From an optimization exercise on the open Yosys and OpenROAD flow, aimed at small area; shortcuts taken in it are not production practice.
Only simulation tests tie the RTL to the original design; equivalence was not proved.
Power is estimated from default activity; no workload was simulated.

==> flow/design.v (excerpt) <==
module Tetris_top(
	clk,
	rst,
	btnL,
	btnR,
	btnD,
	btnS,
	HSync,
	VSync,
	R,
	G,
	B,
	Seg,
	An
    );
clock: 12.0 ns
lec_check: 0
abc_area: 1
cap_margin: 20
core_margin: 2
core_utilization: 55
cts_buf_list: sky130_fd_sc_hd__clkbuf_8
cts_cluster_diameter: 80
cts_cluster_size: 16
hold_slack_margin: 0
place_density: 0.7
slew_margin: 20
standard.sh (not shown) runs the stock make flow with config.mk's settings and CLKGATE_MAP_FILE= SYNTH_SCRIPT=/design/flow/synth_recipe.tcl, a recipe that flattens the netlist after the stock synthesis.
==> flow/flow/run.sh <==
#!/bin/bash
# Layout flow: the standard flow, with one extra step after the standard
# synthesis.  The combinational logic of the synthesized netlist is mapped a
# second time with a stronger ABC script (flow/remap.tcl, flow/remap.abc);
# the registers of the standard synthesis are kept as they are (same cells,
# same names).  Then the standard flow continues from that netlist.
# Each tool's output goes to a log file of its own in this folder.
set -euo pipefail
HERE=$PWD
RES=$HERE/orfs/results/$FLOW_PLATFORM/Tetris_top/base

# 1. standard synthesis
bash standard.sh "$RES/1_2_yosys.v" > 1_synth_standard.log 2>&1
cp "$RES/1_2_yosys.v" "$HERE/1_2_yosys_standard.v"

# 2. second mapping of the combinational logic, repeated on its own result
#    (passes cycle through flow/remap.abc, remap_c.abc and remap_b.abc); the
#    smallest netlist is kept.  A pass whose result is implausibly small (under 70% of
#    the standard synthesis) is not kept.
export REMAP_LIB=$FLOW_HOME/platforms/$FLOW_PLATFORM/lib/sky130_fd_sc_hd__tt_025C_1v80.lib
export REMAP_SCRIPT=$HERE/flow/remap.abc
export REMAP_CONSTR=$HERE/flow/remap.constr
export REMAP_PERIOD_PS=$(awk "BEGIN{print int($FLOW_PERIOD_NS*1000)}")
prev=$HERE/1_2_yosys_standard.v
best=""; best_area=""
std_area=$(awk '/Chip area for module/ {print $NF}' "$HERE/orfs/reports/$FLOW_PLATFORM/Tetris_top/base/synth_stat.txt" 2>/dev/null || true)
for i in $(seq 1 20); do
  case $(( i % 4 )) in
    0) export REMAP_SCRIPT=$HERE/flow/remap_b.abc ;;
    2) export REMAP_SCRIPT=$HERE/flow/remap_c.abc ;;
    *) export REMAP_SCRIPT=$HERE/flow/remap.abc ;;
  esac
  export REMAP_IN=$prev
  export REMAP_OUT=$HERE/1_2_yosys_remap$i.v
  export REMAP_STAT=$HERE/remap_stat$i.txt
  if ! yosys -c flow/remap.tcl > 2_remap$i.log 2>&1; then
    echo "pass $i: failed" >> 2_remap_summary.log
    continue
  fi
  area=$(awk '/Chip area for module/ {print $NF}' "$REMAP_STAT" 2>/dev/null || true)
  if [[ -z "$area" ]]; then
    echo "pass $i: no area" >> 2_remap_summary.log
    continue
  fi
  echo "pass $i: area $area" >> 2_remap_summary.log
  if [[ -n "$std_area" ]] && awk "BEGIN{exit !($area < 0.7 * $std_area)}"; then
    echo "pass $i: result rejected (standard synthesis $std_area)" >> 2_remap_summary.log
    continue
  fi
  if [[ -z "$best" ]] || awk "BEGIN{exit !($area < $best_area)}"; then
    best=$REMAP_OUT; best_area=$area
  fi
  prev=$REMAP_OUT
done
if [[ -z "$best" ]]; then best=$HERE/1_2_yosys_standard.v; best_area=$std_area; fi
echo "kept $best ($best_area)" >> 2_remap_summary.log
cp "$best" "$RES/1_2_yosys.v"
touch "$RES/1_2_yosys.v"

# 3. the rest of the standard flow, from the re-mapped netlist (with the
#    clock tree options of flow/cts_args.txt, if there is one)
if [[ -f flow/cts_args.txt ]]; then
  export CTS_ARGS="$(cat flow/cts_args.txt)"
fi
bash standard.sh > 3_layout_standard.log 2>&1
==> flow/flow/cts_args.txt <==
-sink_clustering_enable -repair_clock_nets -sink_clustering_size 16 -sink_clustering_max_diameter 80 -buf_list sky130_fd_sc_hd__clkbuf_8 -dont_use_dummy_load
==> flow/flow/remap.tcl <==
# Second mapping of the combinational logic of the standard synthesis netlist
# with a stronger ABC script.  The sequential cells (their instances and
# names) are kept as they are; only the logic between them is re-mapped.
yosys -import
set lib $::env(REMAP_LIB)
read_liberty -ignore_miss_func $lib
read_verilog $::env(REMAP_IN)
hierarchy -top Tetris_top
# keep the sequential cells
foreach m [split [string trim [tee -q -s result.string select -list-mod =sky130_fd_sc_hd__*df* =sky130_fd_sc_hd__*dl*]] "\n"] {
  setattr -mod -set keep_hierarchy 1 $m
}
flatten
opt_clean -purge
techmap
opt -fast -purge
# the platform's don't-use cells (platforms/sky130hd/config.mk)
set dont_use {}
foreach c {sky130_fd_sc_hd__probe_p_8 sky130_fd_sc_hd__probec_p_8 sky130_fd_sc_hd__lpflow_bleeder_1
           sky130_fd_sc_hd__lpflow_clkbufkapwr_1 sky130_fd_sc_hd__lpflow_clkbufkapwr_16 sky130_fd_sc_hd__lpflow_clkbufkapwr_2
           sky130_fd_sc_hd__lpflow_clkbufkapwr_4 sky130_fd_sc_hd__lpflow_clkbufkapwr_8 sky130_fd_sc_hd__lpflow_clkinvkapwr_1
           sky130_fd_sc_hd__lpflow_clkinvkapwr_16 sky130_fd_sc_hd__lpflow_clkinvkapwr_2 sky130_fd_sc_hd__lpflow_clkinvkapwr_4
           sky130_fd_sc_hd__lpflow_clkinvkapwr_8 sky130_fd_sc_hd__lpflow_decapkapwr_12 sky130_fd_sc_hd__lpflow_decapkapwr_3
           sky130_fd_sc_hd__lpflow_decapkapwr_4 sky130_fd_sc_hd__lpflow_decapkapwr_6 sky130_fd_sc_hd__lpflow_decapkapwr_8
           sky130_fd_sc_hd__lpflow_inputiso0n_1 sky130_fd_sc_hd__lpflow_inputiso0p_1 sky130_fd_sc_hd__lpflow_inputiso1n_1
           sky130_fd_sc_hd__lpflow_inputiso1p_1 sky130_fd_sc_hd__lpflow_inputisolatch_1 sky130_fd_sc_hd__lpflow_isobufsrc_1
           sky130_fd_sc_hd__lpflow_isobufsrc_16 sky130_fd_sc_hd__lpflow_isobufsrc_2 sky130_fd_sc_hd__lpflow_isobufsrc_4
           sky130_fd_sc_hd__lpflow_isobufsrc_8 sky130_fd_sc_hd__lpflow_isobufsrckapwr_16 sky130_fd_sc_hd__lpflow_lsbuf_lh_hl_isowell_tap_1
           sky130_fd_sc_hd__lpflow_lsbuf_lh_hl_isowell_tap_2 sky130_fd_sc_hd__lpflow_lsbuf_lh_hl_isowell_tap_4
           sky130_fd_sc_hd__lpflow_lsbuf_lh_isowell_4 sky130_fd_sc_hd__lpflow_lsbuf_lh_isowell_tap_1
           sky130_fd_sc_hd__lpflow_lsbuf_lh_isowell_tap_2 sky130_fd_sc_hd__lpflow_lsbuf_lh_isowell_tap_4} {
  lappend dont_use -dont_use $c
}
abc -script $::env(REMAP_SCRIPT) -liberty $lib {*}$dont_use -constr $::env(REMAP_CONSTR) -D $::env(REMAP_PERIOD_PS)
opt_clean -purge
hilomap -singleton -hicell sky130_fd_sc_hd__conb_1 HI -locell sky130_fd_sc_hd__conb_1 LO
# (no insbuf: the floorplan step buffers every port anyway)
splitnets
opt_clean -purge
foreach m [split [string trim [tee -q -s result.string select -list-mod =sky130_fd_sc_hd__*]] "\n"] {
  blackbox $m
}
tee -o $::env(REMAP_STAT) stat -liberty $lib
write_verilog -noattr -nohex -nodec $::env(REMAP_OUT)
Other scripts of this flow, unchanged in this note and not shown: flow/flow/remap.abc, flow/flow/remap.constr, flow/flow/remap_b.abc, flow/flow/remap_c.abc
Edit:
--- a/flow/flow/run.sh
+++ b/flow/flow/run.sh
@@ -53,4 +53,34 @@
   prev=$REMAP_OUT
 done
+# 2b. from the smallest netlist so far, a few passes of ABC's &deepsyn
+#     (flow/remap_ds.abc.in) with different random seeds; again the smallest
+#     netlist is kept
+if [[ -n "$best" ]]; then
+  base=$best
+  for seed in 3 11 5 0 7 13 19 23 29 31 37 41 43 47 53 59; do
+    sed "s/SEED/$seed/" flow/remap_ds.abc.in > remap_ds_$seed.abc
+    export REMAP_SCRIPT=$HERE/remap_ds_$seed.abc
+    export REMAP_IN=$base
+    export REMAP_OUT=$HERE/1_2_yosys_remap_ds$seed.v
+    export REMAP_STAT=$HERE/remap_stat_ds$seed.txt
+    if ! timeout 600 yosys -c flow/remap.tcl > 2_remap_ds$seed.log 2>&1; then
+      echo "deepsyn seed $seed: failed" >> 2_remap_summary.log
+      continue
+    fi
+    area=$(awk '/Chip area for module/ {print $NF}' "$REMAP_STAT" 2>/dev/null || true)
+    if [[ -z "$area" ]]; then
+      echo "deepsyn seed $seed: no area" >> 2_remap_summary.log
+      continue
+    fi
+    echo "deepsyn seed $seed: area $area" >> 2_remap_summary.log
+    if [[ -n "$std_area" ]] && awk "BEGIN{exit !($area < 0.7 * $std_area)}"; then
+      echo "deepsyn seed $seed: result rejected (standard synthesis $std_area)" >> 2_remap_summary.log
+      continue
+    fi
+    if awk "BEGIN{exit !($area < $best_area)}"; then
+      best=$REMAP_OUT; best_area=$area
+    fi
+  done
+fi
 if [[ -z "$best" ]]; then best=$HERE/1_2_yosys_standard.v; best_area=$std_area; fi
 echo "kept $best ($best_area)" >> 2_remap_summary.log
@@ -59,7 +89,12 @@
 
 # 3. the rest of the standard flow, from the re-mapped netlist (with the
-#    clock tree options of flow/cts_args.txt, if there is one)
+#    clock tree options of flow/cts_args.txt and the port buffer options of
+#    flow/buffer_ports_args.txt, if there are)
 if [[ -f flow/cts_args.txt ]]; then
   export CTS_ARGS="$(cat flow/cts_args.txt)"
 fi
+# every port still gets its buffer (buffer_ports), of the smallest buffer cell
+if [[ -f flow/buffer_ports_args.txt ]]; then
+  export BUFFER_PORTS_ARGS="$(cat flow/buffer_ports_args.txt)"
+fi
 bash standard.sh > 3_layout_standard.log 2>&1
==> flow/flow/buffer_ports_args.txt (new file) <==
-buffer_cell sky130_fd_sc_hd__buf_1
==> flow/flow/remap_ds.abc.in (new file) <==
strash
&get -n
&deepsyn -T 30 -S SEED
&put
strash
dch -f
&get -n
&nf -R 1000 -p -F 8 -C 32
&put
topo
Settings changed: CORE_UTILIZATION 55 to 80, PLACE_DENSITY 0.7 to 0.92.
What happened:
- area after synthesis decreases slightly
- routed wire length is higher by a quarter to a third
- cell count goes down by a little under a tenth
- core utilization is higher by 26 points
- worst hold slack gains 0.029 ns
Edit:
--- a/flow/flow/run.sh
+++ b/flow/flow/run.sh
@@ -89,12 +89,7 @@
 
 # 3. the rest of the standard flow, from the re-mapped netlist (with the
-#    clock tree options of flow/cts_args.txt and the port buffer options of
-#    flow/buffer_ports_args.txt, if there are)
+#    clock tree options of flow/cts_args.txt, if there is one)
 if [[ -f flow/cts_args.txt ]]; then
   export CTS_ARGS="$(cat flow/cts_args.txt)"
 fi
-# every port still gets its buffer (buffer_ports), of the smallest buffer cell
-if [[ -f flow/buffer_ports_args.txt ]]; then
-  export BUFFER_PORTS_ARGS="$(cat flow/buffer_ports_args.txt)"
-fi
 bash standard.sh > 3_layout_standard.log 2>&1
==> flow/flow/cts_args.txt (replaced) <==
-sink_clustering_enable -repair_clock_nets -sink_clustering_size 18 -sink_clustering_max_diameter 80 -buf_list sky130_fd_sc_hd__clkbuf_8 -dont_use_dummy_load
Settings changed: CORE_UTILIZATION 80 to 55, PLACE_DENSITY 0.92 to 0.7.
removed: flow/flow/buffer_ports_args.txt
The changed run produced a clean layout.
Count of clock-buffer cells in the layout falls by 2.
Synthesized area does not change.
Total power falls by 2.6%.
Non-clock buffer count rises by 10.
Edit:
--- a/flow/flow/run.sh
+++ b/flow/flow/run.sh
@@ -89,7 +89,12 @@
 
 # 3. the rest of the standard flow, from the re-mapped netlist (with the
-#    clock tree options of flow/cts_args.txt, if there is one)
+#    clock tree options of flow/cts_args.txt and the port buffer options of
+#    flow/buffer_ports_args.txt, if there are)
 if [[ -f flow/cts_args.txt ]]; then
   export CTS_ARGS="$(cat flow/cts_args.txt)"
 fi
+# every port still gets its buffer (buffer_ports), of the smallest buffer cell
+if [[ -f flow/buffer_ports_args.txt ]]; then
+  export BUFFER_PORTS_ARGS="$(cat flow/buffer_ports_args.txt)"
+fi
 bash standard.sh > 3_layout_standard.log 2>&1
==> flow/flow/buffer_ports_args.txt (new file) <==
-buffer_cell sky130_fd_sc_hd__buf_1
==> flow/flow/cts_args.txt (replaced) <==
-sink_clustering_enable -repair_clock_nets -sink_clustering_size 16 -sink_clustering_max_diameter 80 -buf_list sky130_fd_sc_hd__clkbuf_8 -dont_use_dummy_load
Effect: Synthesized cell count stays the same; wire length is lower by 1.5%; worst setup slack is better by 0.13 ns; die area stays the same; total power rose by 0.73%; cell area shrinks by 0.61%; via count hardly moves.

separate check: timing with driven ports:
Ports are ideal in the flow. The routed layouts listed here were re-timed in OpenROAD. Step 1 sets driving cells, clkbuf_16 on the clock port and buf_2 on the other inputs (assumed; they add their load-dependent delay and slew). Step 2 times the ports against the registers' clock, not the clock port: input delays grow and output delays shrink by t, the midpoint of the rising clock arrivals with the driver on. Three values: ideal, step 1, step 2; two values: the first two.
run	t, ns	setup WS [ns]	clock arrival spread, ns	worst slew at a driven data input, ns	pins driven straight from the clock port
the first run	0.651	3.275 / 3.275 / 2.798	0.076 / 0.075	0.03	1
the second run	0.629	2.229 / 2.229 / 2.229	0.123 / 0.123	0.03	1
the third run	0.653	2.800 / 2.800 / 2.516	0.095 / 0.096	0.03	1
the fourth run	0.651	2.927 / 2.927 / 2.927	0.059 / 0.059	0.03	1
After both steps every run listed still meets setup and hold. For the first run, which loses most, drivers alone change the setup slack by 0.000 ns; drivers and shift together by -0.477 ns.
